This is an optimization exercise on Yosys and OpenROAD, whose aim is small area, not a production implementation. In this exercise RTL edits were held to simulation tests only and were not proved equivalent to the original. Power is estimated from default activity; no workload was simulated.

// health_monitor
module health_monitor(
    input  logic        clk,
    input  logic        rst,
    input  logic [11:0] adc_data,    
    output logic [15:0] led,         
    output logic        pulse,       
    output logic [6:0]  segs_n,
    output logic [7:0]  anode_n,
    output logic        dp_n
    );
Size: ~360 cells after synthesis, ~47 I/O pins.
Settings: LEC_CHECK=0, CAP_MARGIN=0, CORE_MARGIN=2, CORE_UTILIZATION=40, SLEW_MARGIN=0; clock period 20.0 ns.
standard.sh (not shown) runs the stock make flow with config.mk's settings and CLKGATE_MAP_FILE= SYNTH_SCRIPT=/design/flow/synth_recipe.tcl, a recipe that flattens the netlist after the stock synthesis.
==> flow/flow/run.sh <==
#!/bin/bash
# Own layout flow.
#  1. the standard synthesis (standard.sh synth), unchanged.
#  2. The combinational logic between the standard synthesis's registers is
#     re-mapped for area: faflip.py feeds full adders whose inputs are mostly
#     inverted the uninverted signals (inverting their outputs instead), then
#     ABC (reopt.ys with each flow/reopt_*.abc script) rebuilds the gates between registers, full
#     adders and tie cells, which are kept as they are (instance names and
#     cell types).  Each candidate must pass a combinational equivalence check
#     (cutregs.py, ceq.ys); the smallest is used, else the standard netlist.
#  3. The standard ORFS layout from floorplan to finish on that netlist, with
#     every port still buffered (by buf_1) and a clock tree of clkbuf_4
#     without dummy loads.
# Each tool's output goes to a log_*.log file in the work folder.
set -euo pipefail
W=$(pwd)
R=$W/orfs/results/$FLOW_PLATFORM/health_monitor/base
YOSYS=${YOSYS_EXE:-$FLOW_HOME/../tools/install/yosys/bin/yosys}
[[ -x $YOSYS ]] || YOSYS=$(command -v yosys)
LIB=$FLOW_HOME/platforms/$FLOW_PLATFORM/lib/sky130_fd_sc_hd__tt_025C_1v80.lib

bash standard.sh synth > $W/log_1_standard_synth.log 2>&1
cp $R/1_2_yosys.v $W/synth_standard.v

python3 $W/flow/faflip.py $W/synth_standard.v $W/synth_faflip.v > $W/log_2a_faflip.log 2>&1
# cells kept as they are: registers, full adders and tie cells
# cells the platform marks don't-use (probe and lpflow cells) stay out of the mapping
DONTUSE=$(grep -oE 'cell *\("?sky130_fd_sc_hd__(probe|lpflow)[a-z0-9_]*' $LIB | grep -oE 'sky130_fd_sc_hd__[a-z0-9_]*' | sort -u | sed 's/^/-dont_use /' | tr '\n' ' ')
KEEP=$(grep -oE 'sky130_fd_sc_hd__(df|edf|sdf|dl|conb|fa_)[a-z0-9_]*' $W/synth_faflip.v | sort -u | tr '\n' ' ')
# each ABC script in flow/reopt_*.abc gives a candidate netlist; the smallest
# one that passes the equivalence check is used
python3 $W/flow/cutregs.py $W/synth_standard.v $W/ceq_gold.v $FLOW_TOP
reopt() {
  local v=$1
  sed -e "s#@LIB@#$LIB#g" -e "s#@KEEP@#$KEEP#g" -e "s#@DONTUSE@#$DONTUSE#g" -e "s#@IN@#$W/synth_faflip.v#g" \
      -e "s#@OUT@#$W/synth_reopt_$v.v#g" -e "s#@ABC@#$W/flow/reopt_$v.abc#g" \
      -e "s#@TOP@#$FLOW_TOP#g" $W/flow/reopt.ys > $W/reopt_$v.ys
  $YOSYS -s $W/reopt_$v.ys > $W/log_2b_reopt_$v.log 2>&1 || return 0
  python3 $W/flow/cutregs.py $W/synth_reopt_$v.v $W/ceq_gate_$v.v $FLOW_TOP
  sed -e "s#@LIB@#$LIB#g" -e "s#@GOLD@#$W/ceq_gold.v#g" -e "s#@GATE@#$W/ceq_gate_$v.v#g" \
      -e "s#@TOP@#$FLOW_TOP#g" $W/flow/ceq.ys > $W/ceq_$v.ys
  if $YOSYS -s $W/ceq_$v.ys > $W/log_2c_ceq_$v.log 2>&1; then
    grep -i 'chip area' $W/log_2b_reopt_$v.log | tail -1 | awk -v f=$W/synth_reopt_$v.v '{print $NF, f}' > $W/cand_$v.txt
  fi
}
VARIANTS=$(cd $W/flow && ls reopt_*.abc | sed 's/^reopt_//; s/\.abc$//')
for v in $VARIANTS; do reopt $v & done
wait
USE=$W/synth_standard.v
if ls $W/cand_*.txt > /dev/null 2>&1; then
  USE=$(cat $W/cand_*.txt | sort -g | head -1 | awk '{print $2}')
fi
echo "netlist used: $USE" > $W/log_2d_netlist.log
cp $USE $R/1_2_yosys.v

bash standard.sh \
  "BUFFER_PORTS_ARGS=-buffer_cell sky130_fd_sc_hd__buf_1" \
  "CTS_ARGS=-sink_clustering_enable -repair_clock_nets -dont_use_dummy_load -buf_list sky130_fd_sc_hd__clkbuf_4 -sink_clustering_size 30 -sink_clustering_max_diameter 100" \
  finish > $W/log_3_layout.log 2>&1
==> flow/flow/reopt_amap3.abc <==
strash
&get -n
&deepsyn -S 3 -T 120
&put
dch -f
amap
topo
==> flow/flow/reopt_amap5.abc <==
strash
&get -n
&deepsyn -S 5 -T 120
&put
dch -f
amap
topo
Other scripts of this flow, unchanged in this note and not shown: flow/flow/ceq.ys, flow/flow/cutregs.py, flow/flow/faflip.py, flow/flow/reopt.ys, flow/flow/reopt_amap.abc, flow/flow/reopt_amap2.abc, flow/flow/reopt_map.abc
Then changed:
Settings changed: CORE_UTILIZATION 40 to 65.
Utilization goes up by 30 points.
Non-clock buffer count stays the same.
Wire length rose by 3.6%.
Combinational power is about the same.
Then changed:
Settings changed: CORE_UTILIZATION 65 to 40.
removed: flow/flow/reopt_amap3.abc
removed: flow/flow/reopt_amap5.abc
The changed run finished clean. Fmax goes up slightly. Cell area goes up slightly. Final cell count goes up by a little under a tenth. Sequential share of layout area goes down by 0.79 points. Worst setup slack improves by 0.20 ns.
Then changed:
--- a/flow/flow/run.sh
+++ b/flow/flow/run.sh
@@ -12,2 +12,3 @@
-#     every port still buffered (by buf_1) and a clock tree of clkbuf_4
-#     without dummy loads.
+#     every port still buffered (by buf_1), the constant outputs sharing the
+#     synthesis's one tie cell, and a clock tree of clkbuf_4 without dummy
+#     loads.
@@ -57,0 +59 @@
+  "SKIP_REPAIR_TIE_FANOUT=1" \
==> flow/flow/reopt_amap3.abc (new file) <==
strash
&get -n
&deepsyn -S 3 -T 120
&put
dch -f
amap
topo
==> flow/flow/reopt_amap5.abc (new file) <==
strash
&get -n
&deepsyn -S 5 -T 120
&put
dch -f
amap
topo
Settings changed: CORE_UTILIZATION 40 to 65.
Outcome: The new run produced a clean layout; hold slack is worse by 0.0082 ns; power went up by a few percent; setup slack is worse by 0.11 ns; clock power went up slightly; cell count went down by a little under a tenth; count of clock-buffer cells in the layout does not change.

[what the ideal ports hide]
The flow's constraints put no driver on any port. The routed layouts listed below were extracted and timed again, unchanged, in two steps. Step 1, drivers: a clkbuf_16 drives clk and a buf_2 each remaining input, both assumed. Step 2 also shifts input and output timing later by t, the mid clock arrival at the registers, as if the neighbouring blocks saw the same clock. Three values: ideal, step 1, step 2; two values: the first two.
run	t, ns	setup WS [ns]	pins driven straight from the clock port
the first run	0.389	7.003 / 6.982 / 7.371	1
the second run	0.420	6.783 / 6.759 / 7.179	1
the third run	0.380	6.985 / 6.959 / 7.338	1
the fourth run	0.402	6.877 / 6.851 / 7.253	1
After both steps every run listed still meets setup and hold.
